Background: an optimization exercise with open tools, aiming at small area, a short achievable clock period and few clock cycles. Do not read the settings as production practice. Only simulation tests tie the RTL to the original design; equivalence was not proved. Power and IR drop assume default switching activity.

**design.v**
```verilog
`timescale 1ns / 1ps
module RegisterFile(
	input 					clk,
	input 					rst,
	input 		[4:0] 	read_index_1,
	input 		[4:0] 	read_index_2,
	input 		[4:0] 	write_index,
	input 		[23:0] 	write_data,
	input 					write_enable,
	input						data_ready,
	input						left_click,
	input						right_click,
	input			[15:0]	mouse_x,
	input			[15:0]	mouse_y,
	input						x_overflow,
	input						y_overflow,
	output 		[23:0] 	read_data_1,
	output 		[23:0] 	read_data_2
   );
	reg [18:0] r_valid;
	reg [4:0]  lr_valid;
	reg r_x_overflow;
	reg r_y_overflow;
	reg [15:0] r_read_data;
	reg [15:0] r_mouse_x;
	reg [15:0] r_mouse_y;
	reg r_data_ready;
	reg r_left_click;
	reg r_right_click;
	wire [23:0] rv [0:31];
	wire [31:0] valid;
	genvar gi;
	generate
		for (gi = 0; gi < 19; gi = gi + 1) begin : g_r
			reg [15:0] r;
			always @(posedge clk)
				if (write_enable && write_index == gi)
					r <= write_data[15:0];
			assign rv[gi] = {{8{r[15]}}, r};
			assign valid[gi] = r_valid[gi];
		end
		for (gi = 0; gi < 5; gi = gi + 1) begin : g_lr
			reg [23:0] lr;
			always @(posedge clk)
				if (write_enable && write_index == 27 + gi)
					lr <= write_data;
			assign rv[27 + gi] = lr;
			assign valid[27 + gi] = lr_valid[gi];
		end
	endgenerate
	assign rv[19] = {23'b0, r_x_overflow};
	assign rv[20] = {23'b0, r_y_overflow};
	assign rv[21] = {8'b0, r_read_data};
	assign rv[22] = {8'b0, r_mouse_x};
	assign rv[23] = {8'b0, r_mouse_y};
	assign rv[24] = {23'b0, r_data_ready};
	assign rv[25] = {23'b0, r_left_click};
	assign rv[26] = {23'b0, r_right_click};
	assign valid[26:19] = 8'hFF;
	assign read_data_1 = valid[read_index_1] ? rv[read_index_1] : 24'b0;
	assign read_data_2 = valid[read_index_2] ? rv[read_index_2] : 24'b0;
	integer i;
	always @(posedge clk) begin
		r_data_ready <= data_ready;
		if (data_ready) begin
			r_mouse_x     <= mouse_x;
			r_mouse_y     <= mouse_y;
			r_left_click  <= left_click;
			r_right_click <= right_click;
			r_x_overflow  <= x_overflow;
			r_y_overflow  <= y_overflow;
		end
		if (rst)
			r_read_data <= 16'h0000;
		else if (write_enable && write_index == 5'd21)
			r_read_data <= write_data[15:0];
		else if (data_ready)
			r_read_data <= 16'd1;
	end
	always @(posedge clk) begin
		if (rst) begin
			r_valid  <= 19'b0;
			lr_valid <= 5'b0;
		end else begin
			for (i = 0; i < 19; i = i + 1)
				if (write_enable && write_index == i)
					r_valid[i] <= 1'b1;
			for (i = 0; i < 5; i = i + 1)
				if (write_enable && write_index == 27 + i)
					lr_valid[i] <= 1'b1;
		end
	end
endmodule
`timescale 1ns / 1ps
module Core(
	input						clk,
	input						rst,
	input						debug_core,
	input						debug_next_inst,
	input			[15:0]	data_from_ram,
	input			[15:0]	mouse_x,
	input			[15:0]	mouse_y,
	input						x_overflow,
	input						y_overflow,
	input						data_ready,
	input						left_click,
	input						right_click,
	output reg	[14:0]	ram_address,
	output		[15:0]	data_to_ram,
	output reg				web
	);
	localparam ADD 		= 5'b00000;
	localparam SUB 		= 5'b00001;
	localparam ADDI 		= 5'b00010;
	localparam SHLLI 		= 5'b00011;
	localparam SHRLI 		= 5'b00100;
	localparam JUMP 		= 5'b00101;
	localparam ADDR 		= 5'b00110;
	localparam JUMPL 		= 5'b00111;
	localparam JUMPG 		= 5'b01000;
	localparam JUMPE 		= 5'b01001;
	localparam JUMPNE 	= 5'b01010;
	localparam CMP 		= 5'b01011;
	localparam RET 		= 5'b01100;
	localparam LOAD 		= 5'b01101;
	localparam LOADI 		= 5'b01110;
	localparam STORE 		= 5'b01111;
	localparam MOV 		= 5'b10000;
	localparam INCRSR 	= 5'b10001;
	localparam INDRAW		= 5'b10010;
	localparam INERSR		= 5'b10011;
	localparam SETCOLR	= 5'b10100;
	reg [14:0] fpc;			 
	reg        fv;				 
	reg [15:0] q0, q1;
	reg        p_jmp, p_jl, p_jg, p_je, p_jne, p_ld, p_st;
	reg        q0v, q1v;
	reg [14:0] pc;				 
	reg        e_lda;			 
	reg        e_ldb;			 
	reg        e_st;			 
	reg        e_ex;			 
	reg        e_we;			 
	reg        e_ldwe;		 
	reg [4:0]  e_rd;
	reg        e_wsx;			 
	reg        e_wzx;			 
	reg [23:0] ea, eb;
	reg [5:0]  e_sh;
	reg        e_add, e_sub, e_shl, e_shr, e_addr, e_passb, e_nib, e_cmp, e_setc;
	reg [1:0]  e_nibk;		 
	reg status_ZF, status_GF, status_LF;
	reg [3:0] selected_color;
	wire [23:0] rd_a, rd_b;
	RegisterFile _RegisterFile(.clk				(clk),
										.rst				(rst),
										.read_data_1	(rd_a),
										.read_data_2	(rd_b),
										.read_index_1	(q0[4:0]),
										.read_index_2	(q0[9:5]),
										.write_index	(e_rd),
										.write_enable	(e_wr),
										.write_data		(e_res),
										.mouse_x			(mouse_x),
										.mouse_y			(mouse_y),
										.x_overflow		(x_overflow),
										.y_overflow		(y_overflow),
										.left_click		(left_click),
										.right_click	(right_click),
										.data_ready		(data_ready));
	wire [23:0] A = ea;
	wire [23:0] B = eb;
	wire [23:0] sum;
	Add24 _add(.a(A), .b(B ^ {24{e_sub}}), .cin(e_sub), .s(sum));
	wire [23:0] shl  = A << e_sh;
	wire [23:0] shr  = A >> e_sh;
	wire [23:0] ax = {A[17:0], 6'b0};
	wire [23:0] ay = {A[19:0], 4'b0};
	wire [23:0] az = {2'b0, B[23:2]};
	wire [23:0] acs = ax ^ ay ^ az;
	wire [23:0] acc = (ax & ay) | (ax & az) | (ay & az);
	wire [23:0] addr;
	Add24 _addr(.a(acs), .b({acc[22:0], 1'b0}), .cin(1'b0), .s(addr));
	wire [3:0]  nib  = (e_nibk == 2'd0) ? 4'b1111 : (e_nibk == 2'd1) ? selected_color : 4'b0000;
	reg  [15:0] nibw;
	always @* begin
		case (A[1:0])
			2'd0: nibw = {nib, B[11:0]};
			2'd1: nibw = {B[15:12], nib, B[7:0]};
			2'd2: nibw = {B[15:8], nib, B[3:0]};
			default: nibw = {B[15:4], nib};
		endcase
	end
	reg [3:0] colw;
	always @* begin
		case (A[1:0])
			2'd0: colw = B[15:12];
			2'd1: colw = B[11:8];
			2'd2: colw = B[7:4];
			default: colw = B[3:0];
		endcase
	end
	wire [23:0] alu = ({24{e_add | e_sub}} & sum)
	                | ({24{e_shl}}   & shl)
	                | ({24{e_shr}}   & shr)
	                | ({24{e_addr}}  & addr)
	                | ({24{e_passb}} & B)
	                | ({24{e_nib}}   & {8'b0, nibw});
	wire [23:0] e_res = alu | {8'b0, {16{e_ldb}} & data_from_ram};
	wire e_wr = e_we | (e_ldb & e_ldwe);
	wire [23:0] e_rt = e_wsx ? {{8{e_res[15]}}, e_res[15:0]} : e_wzx ? {8'b0, e_res[15:0]} : e_res;
	wire c_zf = (A == B);
	wire c_lf = $signed(A) < $signed(B);
	wire c_gf = $signed(B) < $signed(A);
	wire f_zf = e_cmp ? c_zf : (~e_ex & status_ZF);
	wire f_lf = e_cmp ? c_lf : (~e_ex & status_LF);
	wire f_gf = e_cmp ? c_gf : (~e_ex & status_GF);
	wire [4:0] d_op = q0[15:11];
	wire [4:0] d_ra = q0[4:0];
	wire [4:0] d_rb = q0[9:5];
	wire [5:0] d_imm = q0[10:5];
	wire d_is_ld  = p_ld;
	wire d_is_st  = p_st;
	wire d_sub    = (d_op == SUB);
	wire d_addi   = (d_op == ADDI);
	wire d_loadi  = (d_op == LOADI);
	wire d_nib    = (d_op == INCRSR) | (d_op == INDRAW) | (d_op == INERSR);
	wire d_writes = (d_op == ADD) | (d_op == SUB) | d_addi | (d_op == SHLLI) | (d_op == SHRLI)
	              | (d_op == ADDR) | (d_op == MOV) | d_loadi | d_nib;
	wire [4:0] d_wr = (d_op == ADDR) ? 5'd31 : d_nib ? 5'd16 : d_ra;
	wire d_wr_sx = (d_wr <= 5'd18);
	wire d_wr_zx = (d_wr == 5'd21);
	wire d_wr_ok = d_wr_sx | d_wr_zx | (d_wr >= 5'd27);
	wire d_ra_ok = (d_ra <= 5'd18) | (d_ra == 5'd21) | (d_ra >= 5'd27);
	wire [23:0] va = rd_a;
	wire d_bimm = d_addi | d_loadi;
	wire [23:0] b_imm = d_addi ? {8'b0, {10{d_imm[5]}}, d_imm} : {18'b0, d_imm};
	wire [23:0] vb = d_bimm ? b_imm : rd_b;
	wire e_a = e_wr & (e_rd == d_ra);
	wire e_b = e_wr & (e_rd == d_rb) & ~d_bimm;
	wire [23:0] xa = e_a ? e_rt : va;
	wire [23:0] xb = e_b ? e_rt : vb;
	wire d_taken = p_jmp | (p_jl & f_lf) | (p_jg & f_gf) | (p_je & f_zf) | (p_jne & ~f_zf);
	wire [14:0] pc1 = pc + 15'd1;
	wire [14:0] target = pc1 + {{4{q0[10]}}, q0[10:0]};
	wire dbg_ok = ~debug_core | debug_next_inst;
	wire issue = q0v & ~e_lda & dbg_ok;
	wire redirect = issue & d_taken;
	wire port_busy = e_lda | e_st;
	wire fetch = ~port_busy & (issue | ~((q0v & q1v) | (q0v & fv) | (q1v & fv)));
	wire [14:0] fpc_next = redirect ? target : fetch ? fpc + 15'd1 : fpc;
	always @(posedge clk) begin
		if (rst) begin
			fpc <= 15'd19216;
			pc  <= 15'd19216;
			fv  <= 1'b0;
			q0v <= 1'b0;
			q1v <= 1'b0;
		end else begin
			fpc <= fpc_next;
			fv  <= fetch & ~redirect;
			if (issue) pc <= redirect ? target : pc1;
			if (redirect) begin
				q0v <= 1'b0;
				q1v <= 1'b0;
			end else if (issue) begin
				q0v <= q1v | fv;
				q1v <= q1v & fv;
			end else if (q0v) begin
				q1v <= q1v | fv;
			end else begin
				q0v <= fv;
			end
		end
	end
	wire [15:0] q0_in = q1v ? q1 : data_from_ram;
	wire        q0_nz = (q0_in[10:0] != 11'd0);
	always @(posedge clk) begin
		if (issue | ~q0v) begin
			q0    <= q0_in;
			p_jmp <= q0_nz & (q0_in[15:11] == JUMP);
			p_jl  <= q0_nz & (q0_in[15:11] == JUMPL);
			p_jg  <= q0_nz & (q0_in[15:11] == JUMPG);
			p_je  <= q0_nz & (q0_in[15:11] == JUMPE);
			p_jne <= q0_nz & (q0_in[15:11] == JUMPNE);
			p_ld  <= (q0_in[15:11] == LOAD);
			p_st  <= (q0_in[15:11] == STORE);
		end
		if (issue | ~q0v | ~q1v)
			q1 <= data_from_ram;
	end
	always @(posedge clk) begin
		if (rst) begin
			ram_address <= 15'd19216;
			web <= 1'b0;
		end else begin
			if (issue & d_is_ld)      ram_address <= xb[14:0];
			else if (issue & d_is_st) ram_address <= xa[14:0];
			else                      ram_address <= fpc_next;
			web <= issue & d_is_st;
		end
	end
	assign data_to_ram = eb[15:0];
	always @(posedge clk) begin
		if (rst) begin
			e_lda <= 1'b0;
			e_ldb <= 1'b0;
			e_st  <= 1'b0;
			e_ex  <= 1'b0;
			e_we  <= 1'b0;
			e_cmp <= 1'b0;
		end else begin
			e_lda <= issue & d_is_ld;
			e_ldb <= e_lda;
			e_st  <= issue & d_is_st;
			e_ex  <= issue & ~d_is_ld & ~d_is_st;
			e_we  <= issue & d_writes & d_wr_ok;
			e_cmp <= issue & (d_op == CMP);
		end
	end
	always @(posedge clk) begin
		if (issue) begin
			e_rd   <= d_is_ld ? d_ra : d_wr;
			e_wsx  <= d_is_ld ? (d_ra <= 5'd18) : d_wr_sx;
			e_wzx  <= d_is_ld ? (d_ra == 5'd21) : d_wr_zx;
			e_ldwe <= d_ra_ok;
		end
	end
	always @(posedge clk) begin
		ea      <= xa;
		eb      <= xb;
		e_sh    <= d_imm;
		e_add   <= issue & ((d_op == ADD) | d_addi);
		e_sub   <= issue & d_sub;
		e_shl   <= issue & (d_op == SHLLI);
		e_shr   <= issue & (d_op == SHRLI);
		e_addr  <= issue & (d_op == ADDR);
		e_passb <= issue & ((d_op == MOV) | d_loadi);
		e_nib   <= issue & d_nib;
		e_nibk  <= (d_op == INCRSR) ? 2'd0 : (d_op == INDRAW) ? 2'd1 : 2'd2;
		e_setc  <= (d_op == SETCOLR);
	end
	always @(posedge clk) begin
		if (rst) begin
			status_ZF <= 1'b0;
			status_GF <= 1'b0;
			status_LF <= 1'b0;
			selected_color <= 4'b0100;
		end else begin
			status_ZF <= f_zf;
			status_GF <= f_gf;
			status_LF <= f_lf;
			if (e_ex & e_setc) selected_color <= colw;
		end
	end
endmodule
module Add24(
	input  [23:0] a,
	input  [23:0] b,
	input         cin,
	output [23:0] s
	);
	wire [23:0] p = a ^ b;
	wire [23:0] g0 = a & b;
	wire [23:0] G [0:5];
	wire [23:0] P [0:5];
	assign G[0] = {g0[23:1], g0[0] | (p[0] & cin)};
	assign P[0] = p;
	genvar l, i;
	generate
		for (l = 0; l < 5; l = l + 1) begin : lv
			for (i = 0; i < 24; i = i + 1) begin : bt
				if (i >= (1 << l)) begin : m
					assign G[l+1][i] = G[l][i] | (P[l][i] & G[l][i - (1 << l)]);
					assign P[l+1][i] = P[l][i] & P[l][i - (1 << l)];
				end else begin : k
					assign G[l+1][i] = G[l][i];
					assign P[l+1][i] = P[l][i];
				end
			end
		end
	endgenerate
	assign s = p ^ {G[5][22:0], cin};
endmodule
```
**run.sh**
```bash
#!/bin/bash
# synth_recipe.tcl (not shown) runs the flow's synth.tcl, then flattens the netlist and writes it again
# the make line also repeats each setting of config.mk as NAME=value (left out here)
make -C /OpenROAD-flow-scripts/flow DESIGN_CONFIG=/design/flow/config.mk WORK_HOME=/design/flow/orfs CLKGATE_MAP_FILE= SYNTH_SCRIPT=/design/flow/synth_recipe.tcl finish
```
**config.mk**
```make
export PLATFORM = sky130hd
export DESIGN_NAME = Core
export DESIGN_NICKNAME = Core
export VERILOG_FILES = /design/flow/design.v
export SDC_FILE = /design/flow/constraint.sdc
export NUM_CORES = 4
export LEC_CHECK = 0
export ABC_AREA = 1
export CAP_MARGIN = 20
export CORE_MARGIN = 2
export CORE_UTILIZATION = 50
export CTS_CLUSTER_DIAMETER = 100
export CTS_CLUSTER_SIZE = 25
export PLACE_DENSITY = 0.65
export SETUP_SLACK_MARGIN = 4.5
export SLEW_MARGIN = 20
export TNS_END_PERCENT = 0
```
**constraint.sdc**
```tcl
create_clock -name core_clock -period 7.0 [get_ports {clk}]
set_input_delay 1.4000 -clock core_clock [delete_from_list [all_inputs] [get_ports {clk}]]
set_output_delay 1.4000 -clock core_clock [all_outputs]
set_load 0.01 [all_outputs]
```
==> impl_metrics.ini, run 1 <==
[detailed_routing]
drc = 0
drt_iter0_drc = 6461
routed_via_density = 6.58
wirelength_mm = 176
post_drt_wl_per_cell_um = 31.7
detail-route-antenna-nets = 0
first_pass_iters = 11
via_count = 36500

[clock_network]
cts-hold-fix-buffers = 0
clock_path_buffers = 3
root_buffer = clkbuf_16
cts_tree = built
clk_latency_ps = 630
numCtsBuffers = 34
clkSlewWorstSetupHoldPaths_ps = 100
clkSinkCount = 673
htree_levels = 2

[synthesis]
synthCells = 4355
synthTopCellsByCount = nand2_1, inv_1, edfxtp_1
yosysTopAreaCellShare_pct = 40.9
synth_nets = 4514
yosysMostFrequentCell = nand2_1
synth_edf_count = 507
yosysTopAreaCell = edfxtp_1
synthFlopType = edfxtp_1
ys_ff_latch = 673
ys_async_sr_fraction_pct = 0
ys_seq_area_share_pct = 49.8
synth_area_per_cell_um2 = 8.54
syn_area_um2 = 37200
synth.distinct_cells = 64
synthTopCellsByArea = edfxtp_1, nand2_1, dfxtp_1
yosys_warnings = 3

[floorplanning]
core_um2 = 74100
io_pins = 89
die_area_um2 = 76600
die_h_um = 277
initial_core_util_pct = 50.2
fp.dieW_um = 277
rows = 100

[critical_path]
critical_path_peak_fanout = 9
crit_end = ram_address[2]
cp-start-kind = flop
endpoint_kind = flop
r2r_start = q0[5]
rr_worst_depth = 16
reg2reg_slack_ps = 3680
path_class = flop to flop
r2r-end = ram_address[2]
crit_required_ps = 7530
cp.arrival_ps = 3850
setup.worst_path.start = q0[5]

[power_and_ir_drop]
pwr-share-clk_pct = 22.4
intPower_mw = 6.59
power_density_nw_per_um2 = 247
p_switching_mw = 4.04
switching_share_pct = 38.0
seqPwrFrac_pct = 45.1
vdd_drop_max_mv = 0.223
leakage_nw = 17.8
p_comb_share_pct = 32.5

[placement]
placed_area_um2 = 39300
gp_congestion = 1.09
port_buffers = 88
hpwl_mm = 120

[sta]
max_slew_margin_pct = 22.0
drv_slew = 0
max_freq_ghz = 0.302
finalSetupViolCount = 0
period_needed_ps = 3320
rsz0062_at_grt = yes
clock_skew_ps = 45.4
hold_ws_ps = 474
fin_setup_tns_ps = 0
worst_pin_slew_ps = 1170
finalHoldViolations = 0
period_share_pct = 47.4

[hold_path]
hold_path_class = flop to flop
hold_depth = 2

[grt]
grt_pass1_vias = 33700
grt_pass1_wl_mm = 244
grt_overflow = 0
antenna_found_initial = 8
grtUsageTotal_pct = 44.5
grt_max_degree = 63

[finish]
nets = 4710
fin_area_um2 = 43100
area_growth_pct = 15.7
final_layout_size_suffix_gt1_share_pct = 13.4
fillerInstances = 6696

[job]
drv_cap = 0

[outcome]
status = complete, no violations
-- what timing repair did --
item / in CTS / in global routing
pin swaps: 60 / 37
setup buffers: 126 / 14
endpoints found under the setup margin: 976 / 979
resized for setup: 351 / 44
cloned: 8 / 1
-- kinds of logic (layout without fill, tap and decap cells) --
kind of cell	count (synthesis)	in the layout	share of synthesized area (%)
xor+xnor	75	75	1.77
compound gates	940	940	15.3
other cells	0	6	0
simple gates	1816	1822	20.8
buf+inv	733	948	8.03
flops	673	673	49.8
mux	16	16	0.430
fa+ha+maj	102	102	3.81
-- placed cells by master (no fill, tap or decap), types with 22 or more instances in the layout --
cell,n
nand2_1,990
inv_1,520
edfxtp_1,507
nor2_1,298
o21ai_0,251
a21oi_1,207
nand3_1,190
buf_4,179
o22ai_1,169
dfxtp_1,119
nand4_1,87
clkdlybuf4s50_1,75
ha_1,66
xor2_1,61
a221oi_1,53
o211ai_1,42
nand2_2,37
a211oi_1,36
clkbuf_16,36
dfxtp_4,35
o21ai_1,33
nor2_4,30
nor2_2,28
nor3_1,28
inv_2,27
nand3_2,22
nor4_1,22
-- worst min-delay path by stage --
stage | from | to | slack [ps]
after detailed placement | p_st | e_ex | 450
after CTS | _RegisterFile.r_read_data[4] | _RegisterFile.r_read_data[4] | 470
after global routing | _RegisterFile.r_read_data[6] | _RegisterFile.r_read_data[6] | 490
after floorplan | q0[8] | e_sh[3] | 370
final | _RegisterFile.r_read_data[4] | _RegisterFile.r_read_data[4] | 470
after global placement | _RegisterFile.r_valid[9] | _RegisterFile.r_valid[9] | 450
-- registers in the layout, summed over array words and instances (netlist names), 16 cells and up --
signal                     flops
_RegisterFile.r_valid         19
q0                            16
_RegisterFile.g_lr.lr        120
_RegisterFile.g_r.r          304
ea                            24
eb                            24
q1                            16
_RegisterFile.r_mouse_y       16
_RegisterFile.r_mouse_x       16
_RegisterFile.r_read_data     16
-- worst max-delay path, cell delays in order, from the launching register on --
cell,delay [ps]
edfxtp_1,460
buf_4,200
buf_12,130
nor2_8,190
nand3_4,280
buf_4,290
inv_1,430
a21oi_1,140
o2111ai_1,150
nor2_1,60
nand2_1,340
nand3_1,130
nand2_1,90
nand2_1,100
nand2_1,80
nand2_1,50
a21oi_1,120
-- power groups by stage --
stage | registers (mW) | clock network, mW | logic, mW
after floorplan | 4.70 | 0 | 1.80
after global placement | 4.90 | 0 | 2.76
after detailed placement | 4.90 | 0 | 2.76
after CTS | 4.78 | 2.35 | 3.21
after global routing | 4.80 | 2.48 | 3.63
final | 4.79 | 2.38 | 3.46
-- metal layers --
layer	GRT usage [%]	part of all wire, %	vias to the layer above
li1	-	-	15500
met1	58.8	37	17100
met2	62.6	40	3242
met3	17.3	16	718
met4	24.2	7.1	16
met5	1.69	0.17	-
-- cell type report --
| cell class | count | area, um2 | area share (%) |
|---|---|---|---|
| Clock buffer | 55 | 951 | 2.21 |
| Antenna cell | 6 | 15.0 | 0.0349 |
| Clock inverter | 6 | 93.8 | 0.218 |
| Tap cell | 969 | 1210 | 2.82 |
| Timing Repair Buffer | 301 | 2780 | 6.45 |
| Inverter | 584 | 2300 | 5.35 |
| Timing Repair inverter | 2 | 13.8 | 0.0320 |
| Multi-Input combinational cell | 2955 | 17000 | 39.5 |
| Sequential cell | 673 | 18700 | 43.4 |
-- per-stage QoR --
step           worst slack [ps]  std cells  total power [mW]  util (%)
2_1_floorplan              4070       4355              6.50         -
3_3_place_gp               2800       5334              7.66      53.0
3_5_place_dp               2800       5335              7.66      53.0
4_1_cts                    4010       5530              10.3      57.7
5_1_grt                    3760       5546              10.9      58.1
6_report                   3680       5551              10.6      58.1
Testbench counts, summed over its fixed seeds: cycles 56,511.
==> inputs of run 2 (changes only) <==
--- a/design.v
+++ b/design.v
@@ -136,6 +136,7 @@
 	reg        p_jmp, p_jl, p_jg, p_je, p_jne, p_ld, p_st;
 	reg        q0v, q1v;
 	reg [14:0] pc;				 
+	reg        pred;			 
 	reg        e_lda;			 
 	reg        e_ldb;			 
 	reg        e_st;			 
@@ -245,22 +246,36 @@
 	wire [14:0] target = pc1 + {{4{q0[10]}}, q0[10:0]};
 	wire dbg_ok = ~debug_core | debug_next_inst;
 	wire issue = q0v & ~e_lda & dbg_ok;
-	wire redirect = issue & d_taken;
+	wire redirect = issue & d_taken & ~pred;
+	wire ptaken   = issue & d_taken & pred;
+	wire pmiss    = pred & ~(issue & d_taken);
 	wire port_busy = e_lda | e_st;
 	wire fetch = ~port_busy & (issue | ~((q0v & q1v) | (q0v & fv) | (q1v & fv)));
-	wire [14:0] fpc_next = redirect ? target : fetch ? fpc + 15'd1 : fpc;
+	wire [4:0]  f_op = data_from_ram[15:11];
+	wire        f_likely = (data_from_ram[10:0] != 11'd0) &
+	                       ((f_op == JUMP) | (f_op == JUMPNE) |
+	                        (data_from_ram[10] & ((f_op == JUMPL) | (f_op == JUMPG) | (f_op == JUMPE))));
+	wire predict = fv & f_likely & fetch & ~pred & ~redirect & ~q1v & (~q0v | issue)
+	             & ~(issue & (d_is_ld | d_is_st));
+	wire [14:0] f_target = fpc + {{4{data_from_ram[10]}}, data_from_ram[10:0]};
+	wire [14:0] fpc_next = redirect ? target
+	                     : pmiss    ? pc1 + 15'd1
+	                     : predict  ? f_target
+	                     : fetch    ? fpc + 15'd1 : fpc;
 	always @(posedge clk) begin
 		if (rst) begin
 			fpc <= 15'd19216;
 			pc  <= 15'd19216;
 			fv  <= 1'b0;
+			pred <= 1'b0;
 			q0v <= 1'b0;
 			q1v <= 1'b0;
 		end else begin
 			fpc <= fpc_next;
-			fv  <= fetch & ~redirect;
-			if (issue) pc <= redirect ? target : pc1;
-			if (redirect) begin
+			fv  <= fetch & ~redirect & ~pmiss;
+			pred <= predict;
+			if (issue) pc <= (redirect | ptaken) ? target : pc1;
+			if (redirect | ptaken) begin
 				q0v <= 1'b0;
 				q1v <= 1'b0;
 			end else if (issue) begin
--- a/config.mk
+++ b/config.mk
@@ -8,10 +8,10 @@
 export ABC_AREA = 1
 export CAP_MARGIN = 20
 export CORE_MARGIN = 2
-export CORE_UTILIZATION = 50
+export CORE_UTILIZATION = 55
 export CTS_CLUSTER_DIAMETER = 100
 export CTS_CLUSTER_SIZE = 25
-export PLACE_DENSITY = 0.65
-export SETUP_SLACK_MARGIN = 4.5
+export PLACE_DENSITY = 0.7
+export SETUP_SLACK_MARGIN = 4.2
 export SLEW_MARGIN = 20
 export TNS_END_PERCENT = 0
==> impl_metrics.ini, run 2 <==
[floorplanning]
initial_core_util_pct = 55.3
io_pins = 89
fp.dieW_um = 266
die_area_um2 = 70900
die_h_um = 266
rows = 96
core_um2 = 68300

[synthesis]
yosys_warnings = 3
synthTopCellsByArea = edfxtp_1, nand2_1, dfxtp_1
synthFlopType = edfxtp_1
synthTopCellsByCount = nand2_1, inv_1, edfxtp_1
yosys.area_share.xor_xnor_pct = 2.31
yosysTopAreaCellShare_pct = 40.3
synth_edf_count = 507
synth_adder_area_share_pct = 4.34
synth_nets = 4503
synthMuxAreaShare_pct = 0.159
syn_area_um2 = 37800
synth_area_per_cell_um2 = 8.74
synthSimpleGateAreaFrac_pct = 18.3
ys_seq_area_share_pct = 49.1
yosysTopAreaCell = edfxtp_1
synth.distinct_cells = 73
synthCells = 4327
yosysMostFrequentCell = nand2_1
synth_compound_gate_area_share_pct = 17.6
synth_top_family_by_area = simple AND/OR/NAND/NOR gates
ys_async_sr_fraction_pct = 0
ys_ff_latch = 674

[sta]
drv_slew = 0
finalHoldViolations = 0
clock_skew_ps = 48.9
finalSetupViolCount = 0
worst_pin_slew_ps = 1110
fin_setup_tns_ps = 0
max_slew_margin_pct = 25.7
period_needed_ps = 3470
rsz0062_at_grt = yes
period_share_pct = 49.6
max_freq_ghz = 0.288

[detailed_routing]
detail-route-antenna-nets = 0
drc = 0
via_count = 36800
routed_via_density = 6.65
drt_iter0_drc = 7128
wirelength_mm = 160
post_drt_wl_per_cell_um = 28.8
first_pass_iters = 8

[power_and_ir_drop]
p_comb_share_pct = 41.9
seqPwrFrac_pct = 39.4
vdd_drop_max_mv = 0.257
p_total_mw = 12.9
pwr-share-clk_pct = 18.7
leakage_nw = 18.5
p_switching_mw = 5.45
power_density_nw_per_um2 = 285
intPower_mw = 7.47
switching_share_pct = 42.1

[grt]
grt_pass1_wl_mm = 222
grtUsageTotal_pct = 43.0
grt_overflow = 0
grt_use_met3_pct = 15.2
antenna_found_initial = 13
grtUsageMet1_pct = 57.3
grt_use_met2_pct = 61.7
grt_max_degree = 71
grt_pass1_vias = 32800
grt_busiest_layer = met2

[outcome]
status = complete, no violations

[clock_network]
clkSlewWorstSetupHoldPaths_ps = 100
numCtsBuffers = 35
cts_tree = built
root_buffer = clkbuf_16
clock_path_buffers = 3
clk_latency_ps = 650
cts-hold-fix-buffers = 0
htree_levels = 2
clkSinkCount = 674

[critical_path]
cp_top_family = compound AO/OA/AOI/OAI gates
cp.arrival_ps = 3990
rr_worst_depth = 13
reg2reg_slack_ps = 3530
slowest_stage = edfxtp_1
path_class = flop to flop
critPathBufInv = 2
critical_path_peak_fanout = 16
path_common_cell = nand2_1
path_cells = nand2_1 > nor2_1 > nand2_1 > buf_4 > inv_2 > nand2_1 > o21ai_0 > a221oi_1 > o2111ai_2 > o311ai_1 > a21oi_1 > nand2_1 > nand2_1
worstSetupPathDepth = 13
r2r_start = q0[5]
crit_required_ps = 7520
critical_path.max_stage_delay_ps = 560
r2r-end = ram_address[6]
endpoint_kind = flop
crit_end = ram_address[6]
cp-start-kind = flop
setup.worst_path.start = q0[5]

[placement]
port_buffers = 88
gp_congestion = 1.16
hpwl_mm = 110

[finish]
largest_reg_flops = 304
seq_area_um2 = 18700
nets = 4791
postLayoutCoreUtil_pct = 66.3
area_growth_pct = 19.8
final_layout_size_suffix_gt1_share_pct = 18.4
multi_input_comb_area_um2 = 18200
final_common_cell = nand2_1
final_cell_mix = nand2_1, inv_1, edfxtp_1
top_regs = _RegisterFile.g_r.r x304, _RegisterFile.g_lr.lr x120
fillerInstances = 5535
regMostFlops = _RegisterFile.g_r.r

[job]
drv_cap = 0

[hold_path]
hold_path_class = flop to flop
run 2: cell count changes in the layout (fill, tap and decap cells not counted), moves of 20 or more:
| cell | change |
|---|---|
| a211oi_1 | -25 |
| o22ai_1 | -53 |
| nand4_1 | -35 |
| nand2_1 | -119 |
| a221oi_2 | +20 |
| nor2_1 | -37 |
| a221oi_1 | +20 |
| a21oi_1 | +22 |
| o221ai_1 | +31 |
| o21ai_1 | +21 |
| nand2_4 | +23 |
| buf_4 | +98 |
| nand3_1 | -46 |
run 2: final cells by class:
cell class / count / share of cell area [%]
Tap cell: 882 / 2.44
Clock buffer: 51 / 2.07
Inverter: 598 / 5.30
Antenna cell: 8 / 0.0442
Timing Repair Buffer: 406 / 8.24
Sequential cell: 674 / 41.3
Multi-Input combinational cell: 2898 / 40.2
Timing Repair inverter: 2 / 0.0276
Clock inverter: 12 / 0.356
run 2: metrics by stage:
step                instance area, um2  hold slack [ps]  worst slack [ps]  cells
detailed placement               39600              456              2380   5213
finish                           45300              481              3530   5531
global placement                 39600              451              2380   5213
CTS                              42900              480              3710   5387
global route                     45300              507              3580   5526
floorplan                        37800              371              3630   4327
run 2: worst min-delay path by stage:
| stage | from | end | slack, ps | depth (start not counted) |
|---|---|---|---|---|
| 2_1_floorplan | q0[5] | e_sh[0] | 370 | 0 |
| 3_3_place_gp | _RegisterFile.r_valid[2] | _RegisterFile.r_valid[2] | 450 | 2 |
| 3_5_place_dp | _RegisterFile.r_valid[3] | _RegisterFile.r_valid[3] | 460 | 2 |
| 4_1_cts | _RegisterFile.r_valid[3] | _RegisterFile.r_valid[3] | 480 | 2 |
| 5_1_grt | _RegisterFile.r_valid[15] | _RegisterFile.r_valid[15] | 510 | 2 |
| 6_report | _RegisterFile.r_valid[15] | _RegisterFile.r_valid[15] | 480 | 2 |
run 2: power groups by stage:
stage / combinational, mW / clock (mW) / sequential (mW)
floorplan: 2.81 / 0 / 4.87
global placement: 4.15 / 0 / 5.15
detailed placement: 4.16 / 0 / 5.15
CTS: 4.65 / 2.39 / 5.06
global route: 5.69 / 2.53 / 5.09
finish: 5.41 / 2.42 / 5.09
run 2: worst reg2reg max path: stages, from the launching register on:
cell       delay, ps
edfxtp_1         560
nand2_1          250
nor2_1           140
nand2_1          130
buf_4            300
inv_2            220
nand2_1           90
o21ai_0          110
a221oi_1         390
o2111ai_2        380
o311ai_1         520
a21oi_1          150
nand2_1           90
nand2_1           60
run 2: repair_timing:
item | 4_1_cts | 5_1_grt
buffers inserted | 102 | 132
gates cloned | 9 | 4
pin swaps | 37 | 101
resized for setup | 299 | 319
endpoints found under the setup margin | 614 | 616
run 2: cell families (layout without fill, tap and decap cells):
family	count (synthesis)	count (layout)
AOI/OAI and AO/OA	1055	1055
muxes	6	6
xor gates and xnor gates	97	97
and+or+nand+nor	1618	1621
adders and majority gates	119	119
other	0	8
buffers and inverters	758	1069
DFF	674	674
run 2: layer usage:
| metal | part of all wire [%] | vias up |
|---|---|---|
| met5 | 0.067 | - |
| met4 | 6.6 | 12 |
| met3 | 16 | 665 |
| met2 | 41 | 3083 |
| met1 | 36 | 17300 |
| li1 | - | 15800 |
Testbench counts of run 2, summed over its fixed seeds: cycles 55,308.
==> inputs of run 3 (changes only) <==
--- a/config.mk
+++ b/config.mk
@@ -9,7 +9,7 @@
 export CAP_MARGIN = 20
 export CORE_MARGIN = 2
 export CORE_UTILIZATION = 55
-export CTS_CLUSTER_DIAMETER = 100
+export CTS_CLUSTER_DIAMETER = 60
 export CTS_CLUSTER_SIZE = 25
 export PLACE_DENSITY = 0.7
 export SETUP_SLACK_MARGIN = 4.2
==> impl_metrics.ini, run 3 <==
[detailed_routing]
routed_via_density = 6.69
first_pass_iters = 10
wirelength_mm = 161
drc = 0
via_count = 37300
post_drt_wl_per_cell_um = 28.9
detail-route-antenna-nets = 0
drt_iter0_drc = 6742

[synthesis]
synth_nets = 4503
ys_seq_area_share_pct = 49.1
synth_area_per_cell_um2 = 8.74
synthTopCellsByArea = edfxtp_1, nand2_1, dfxtp_1
ys_ff_latch = 674
synthCells = 4327
synth_edf_count = 507
yosysMostFrequentCell = nand2_1
yosysTopAreaCell = edfxtp_1
yosysTopAreaCellShare_pct = 40.3
synthFlopType = edfxtp_1
yosys_warnings = 3
synth.distinct_cells = 73
syn_area_um2 = 37800
ys_async_sr_fraction_pct = 0
synthTopCellsByCount = nand2_1, inv_1, edfxtp_1

[finish]
largest_reg_flops = 304
top_regs = _RegisterFile.g_r.r x304, _RegisterFile.g_lr.lr x120
area_growth_pct = 22.3
fillerInstances = 5351
final_layout_size_suffix_gt1_share_pct = 19.7
regMostFlops = _RegisterFile.g_r.r
instances_no_fill = 5568
final_cell_mix = nand2_1, inv_1, edfxtp_1
final_common_cell = nand2_1
nets = 4814

[placement]
gp_congestion = 1.16
hpwl_mm = 110
place_inst = 5213
port_buffers = 88

[power_and_ir_drop]
power_density_nw_per_um2 = 301
p_switching_mw = 5.84
switching_share_pct = 41.9
p_total_mw = 13.9
vdd_drop_max_mv = 0.265
seqPwrFrac_pct = 36.5
leakage_nw = 19.0
p_comb_share_pct = 39.3
pwr-share-clk_pct = 24.1
intPower_mw = 8.08

[critical_path]
crit_required_ps = 7550
endpoint_kind = flop
cp-start-kind = flop
critical_path_peak_fanout = 15
rr_worst_depth = 10
cp.arrival_ps = 3940
path_class = flop to flop

[grt]
grt_pass1_wl_mm = 223
grt_overflow = 0
grtUsageTotal_pct = 43.2
grt_pass1_vias = 33100
grt_max_degree = 71
antenna_found_initial = 9

[clock_network]
htree_levels = 2
clkSinkCount = 674
clkSlewWorstSetupHoldPaths_ps = 90
numCtsBuffers = 51
clk_latency_ps = 670
root_buffer = clkbuf_16
cts_tree = built
clock_path_buffers = 3

[sta]
finalHoldViolations = 0
max_freq_ghz = 0.295
clock_skew_ps = 54.6
rsz0062_at_grt = yes
worst_pin_slew_ps = 1130
finalSetupViolCount = 0
max_slew_margin_pct = 24.8
drv_slew = 0
fin_setup_tns_ps = 0
period_share_pct = 48.4
period_needed_ps = 3390

[floorplanning]
io_pins = 89
fp.dieW_um = 266
die_h_um = 266
rows = 96
die_area_um2 = 70900
core_um2 = 68300
initial_core_util_pct = 55.3

[hold_path]
hold_depth = 2
hold_path_class = flop to flop

[outcome]
status = complete, no violations

[job]
drv_cap = 0
-- run 3: layout make-up --
class                      instances  area (um2)  area share (%)
antenna                            5        12.5          0.0271
clock inverter                    39         548            1.19
sequential                       674       18700            40.4
clock buffer                      57        1360            2.94
timing repair buffer             414        3760            8.13
multi-input combinational       2898       18400            39.7
timing repair inverter             1        7.51          0.0162
tap                              882        1100            2.39
inverter                         598        2400            5.19
-- run 3: logic make-up (layout without fill, tap and decap cells) --
family	count (synthesis)	in the layout	share of synthesized area [%]
other cells	0	5	0
mux	6	6	0.159
xor+xnor	97	97	2.31
fa+ha+maj	119	119	4.34
compound gates	1055	1055	17.6
flops	674	674	49.1
buf+inv	758	1109	8.13
simple gates	1618	1621	18.3
-- run 3: final timing paths --
path | startpoint | to | slack, ps
hold / removal | pc[12] | pc[12] | 480
setup / recovery | q0[2] | ram_address[2] | 3610
hold reg to reg | pc[12] | pc[12] | 480
setup reg to reg | q0[2] | ram_address[2] | 3610
-- run 3: per-stage QoR --
| step | setup WS, ps | hold WS, ps | area, um2 | util (%) |
|---|---|---|---|---|
| 4_1_cts | 3690 | 478 | 43600 | 63.8 |
| 6_report | 3610 | 477 | 46200 | 67.7 |
| 2_1_floorplan | 3630 | 371 | 37800 | - |
| 3_5_place_dp | 2380 | 456 | 39600 | 58.0 |
| 3_3_place_gp | 2380 | 451 | 39600 | 58.0 |
| 5_1_grt | 3600 | 503 | 46200 | 67.6 |
-- run 3: timing repair --
item / 4_1_cts / 5_1_grt
hold buffers: 0 / 0
setup endpoints to repair: 614 / 598
pin swaps: 34 / 115
endpoints found under the hold margin: 0 / 0
buffers inserted: 95 / 147
resized for setup: 283 / 369
gates cloned: 9 / 3
-- run 3: critical path: stages, from the launching register on --
cell and delay, ps:
edfxtp_1 500, nand2_1 220, inv_1 250, nand3_4 290
clkinv_2 300, a221oi_1 520, nand4_1 300, o221ai_1 420
nand2_1 200, a21oi_1 180, a21oi_1 80
-- run 3: layer usage --
metal  wire length [um]  share of wire [%]  vias up  GRT usage [%]
met5                242               0.15        -          0.624
met4              11600                7.2       14           23.2
met3              25100                 16      781           15.3
met2              65400                 41     3245           61.6
met1              58400                 36    17400           57.5
li1                   -                  -    15800              -
-- run 3: power by group through the flow --
| stage | Clock (mW) | Sequential, mW | Combinational, mW |
|---|---|---|---|
| final | 3.36 | 5.08 | 5.48 |
| after detailed placement | 0 | 5.15 | 4.16 |
| after floorplan | 0 | 4.87 | 2.81 |
| after global routing | 3.49 | 5.08 | 5.75 |
| after CTS | 3.34 | 5.05 | 4.62 |
| after global placement | 0 | 5.15 | 4.15 |
==> inputs of run 4 (changes only) <==
--- a/config.mk
+++ b/config.mk
@@ -9,9 +9,9 @@
 export CAP_MARGIN = 20
 export CORE_MARGIN = 2
 export CORE_UTILIZATION = 55
-export CTS_CLUSTER_DIAMETER = 60
+export CTS_CLUSTER_DIAMETER = 100
 export CTS_CLUSTER_SIZE = 25
 export PLACE_DENSITY = 0.7
-export SETUP_SLACK_MARGIN = 4.2
+export SETUP_SLACK_MARGIN = 4.5
 export SLEW_MARGIN = 20
 export TNS_END_PERCENT = 0
==> impl_metrics.ini, run 4 <==
[outcome]
status = complete, no violations

[grt]
grt_use_met2_pct = 61.7
grt_pass1_wl_mm = 222
grt_overflow = 0
grt_pass1_vias = 32800
grtUsageMet1_pct = 57.3
grt_max_degree = 71
antenna_found_initial = 13
grtUsageTotal_pct = 43.0
grt_busiest_layer = met2
grt_use_met3_pct = 15.2

[floorplanning]
die_h_um = 266
io_pins = 89
fp.dieW_um = 266
core_um2 = 68300
rows = 96
die_area_um2 = 70900
initial_core_util_pct = 55.3

[finish]
fillerInstances = 5535
instances_no_fill = 5531
final_cell_mix = nand2_1, inv_1, edfxtp_1
final_common_cell = nand2_1
top_regs = _RegisterFile.g_r.r x304, _RegisterFile.g_lr.lr x120
regMostFlops = _RegisterFile.g_r.r
area_growth_pct = 19.8
postLayoutCoreUtil_pct = 66.3
nets = 4791
final_layout_size_suffix_gt1_share_pct = 18.4
largest_reg_flops = 304

[power_and_ir_drop]
power_density_nw_per_um2 = 285
leakage_nw = 18.5
vdd_drop_max_mv = 0.257
p_total_mw = 12.9

[critical_path]
critical_path_peak_fanout = 16
r2r_start = q0[5]
path_cells = nand2_1 > nor2_1 > nand2_1 > buf_4 > inv_2 > nand2_1 > o21ai_0 > a221oi_1 > o2111ai_2 > o311ai_1 > a21oi_1 > nand2_1 > nand2_1
endpoint_kind = flop
cp.arrival_ps = 3990
path_class = flop to flop
reg2reg_slack_ps = 3530
r2r-end = ram_address[6]
cp-start-kind = flop
critical_path.max_stage_delay_ps = 560
crit_required_ps = 7520
rr_worst_depth = 13
path_common_cell = nand2_1
slowest_stage = edfxtp_1

[sta]
drv_slew = 0
period_share_pct = 49.6
finalHoldViolations = 0
fin_setup_tns_ps = 0
clock_skew_ps = 48.9
worst_pin_slew_ps = 1110
max_freq_ghz = 0.288
max_slew_margin_pct = 25.7
finalSetupViolCount = 0
hold_ws_ps = 481
period_needed_ps = 3470
rsz0062_at_grt = yes

[clock_network]
htree_levels = 2
numCtsBuffers = 35
cts_tree = built
root_buffer = clkbuf_16
clk_latency_ps = 650
clkSlewWorstSetupHoldPaths_ps = 100
clock_path_buffers = 3
clkSinkCount = 674

[synthesis]
synth_nets = 4503
syn_area_um2 = 37800
synthCells = 4327
yosys_warnings = 3
ys_ff_latch = 674
yosysTopAreaCell = edfxtp_1
synth.distinct_cells = 73
yosysTopAreaCellShare_pct = 40.3
ys_async_sr_fraction_pct = 0
synthFlopType = edfxtp_1
synth_area_per_cell_um2 = 8.74
synth_edf_count = 507
ys_seq_area_share_pct = 49.1
yosysMostFrequentCell = nand2_1
synthTopCellsByCount = nand2_1, inv_1, edfxtp_1
synthTopCellsByArea = edfxtp_1, nand2_1, dfxtp_1

[detailed_routing]
first_pass_iters = 8
via_count = 36800
detail-route-antenna-nets = 0
post_drt_wl_per_cell_um = 28.8
wirelength_mm = 160
drc = 0
routed_via_density = 6.65
drt_iter0_drc = 7128

[placement]
place_inst = 5213
port_buffers = 88
hpwl_mm = 110
gp_congestion = 1.16

[hold_path]
min_to = _RegisterFile.r_valid[15]
hold_path_class = flop to flop
worstHoldStart = _RegisterFile.r_valid[15]
hold_depth = 2

[job]
drv_cap = 0
run 4: cells by family after synthesis:
kind of cell / Yosys count / share of synthesized area [%]
simple gates: 1618 / 18.3
compound gates: 1055 / 17.6
buf+inv: 758 / 8.13
flops: 674 / 49.1
fa+ha+maj: 119 / 4.34
xor+xnor: 97 / 2.31
mux: 6 / 0.159
run 4: cell type report:
class	instances	area [um2]	area share, %
diodes	8	20.0	0.0442
clock buffers	51	936	2.07
clock inverters	12	161	0.356
inverters	598	2400	5.30
multi-input cells	2898	18200	40.2
flip-flops and latches	674	18700	41.3
well taps	882	1100	2.44
repair buffers	406	3730	8.24
repair inverters	2	12.5	0.0276
run 4: metrics by stage:
step	area, um2	setup WS (ps)
after CTS	42900	3710
final	45300	3530
after detailed placement	39600	2380
after global routing	45300	3580
after floorplan	37800	3630
after global placement	39600	2380
run 4: power breakdown:
group / switching, mW / internal [mW]
Combinational: 3.55 / 1.86
Sequential: 0.489 / 4.60
Clock: 1.40 / 1.01
Total: 5.45 / 7.47
run 4: what timing repair did:
action | in CTS | in global routing
buffers inserted | 102 | 132
pin swaps | 37 | 101
gates cloned | 9 | 4
hold buffers | 0 | 0
endpoints found under the setup margin | 748 | 755
resized for setup | 299 | 319
run 4: per-layer routing:
metal | vias up | share of wire [%]
met5 | - | 0.067
met4 | 12 | 6.6
met3 | 665 | 16
met2 | 3083 | 41
met1 | 17300 | 36
li1 | 15800 | -
run 4: how the worst max path moves through the flow:
stage / startpoint / endpoint / slack, ps / depth (start not counted)
floorplan: data_from_ram[0] / ram_address[12] / 3630 / 19
global placement: debug_core / ram_address[14] / 2380 / 16
detailed placement: debug_core / ram_address[14] / 2380 / 16
CTS: eb[8] / ea[16] / 3710 / 18
global route: q0[5] / ram_address[6] / 3580 / 13
finish: q0[5] / ram_address[6] / 3530 / 13
run 4: worst max-delay path, delay by kind of cell, from the launching register on:
| kind | cells | cell delay [ps] |
|---|---|---|
| and+or+nand+nor | 6 | 750 |
| DFF | 1 | 560 |
| buffers and inverters | 2 | 500 |
| AOI/OAI and AO/OA | 5 | 1550 |

re-timing with driven ports:
The flow's constraints put no driver on any port. The routed layouts listed below were extracted and timed again, unchanged, in two steps. Step 1: set_driving_cell puts a clkbuf_16 on clk and a buf_2 on each other input, an assumption about the parent block. Step 2 adds t to the input delays and takes it off the output delays; t is the mean of the earliest and latest rising clock arrival at the registers after step 1. Input paths then give back, and output paths get back, about the clock's delay inside the block. Three values: ideal ports, drivers, drivers and shift; two values: the first two.
run	t, ns	setup slack, ns	clock arrival spread, ns	worst register clock-pin slew, ns	worst data-port slew with drivers (ns)
run 1	0.677	3.685 / 3.685 / 3.253	0.047 / 0.047	0.12 / 0.12	0.06
run 2	0.679	3.530 / 3.530 / 3.052	0.064 / 0.065	0.12 / 0.12	0.09
run 3	0.711	3.610 / 3.610 / 3.077	0.055 / 0.055	0.09 / 0.09	0.09
run 4	0.679	3.530 / 3.530 / 3.052	0.064 / 0.065	0.12 / 0.12	0.09
After both steps setup and hold are still met in every run listed. The setup slack of run 3, which loses most, moves by 0.000 ns with the drivers and by -0.533 ns with both steps.
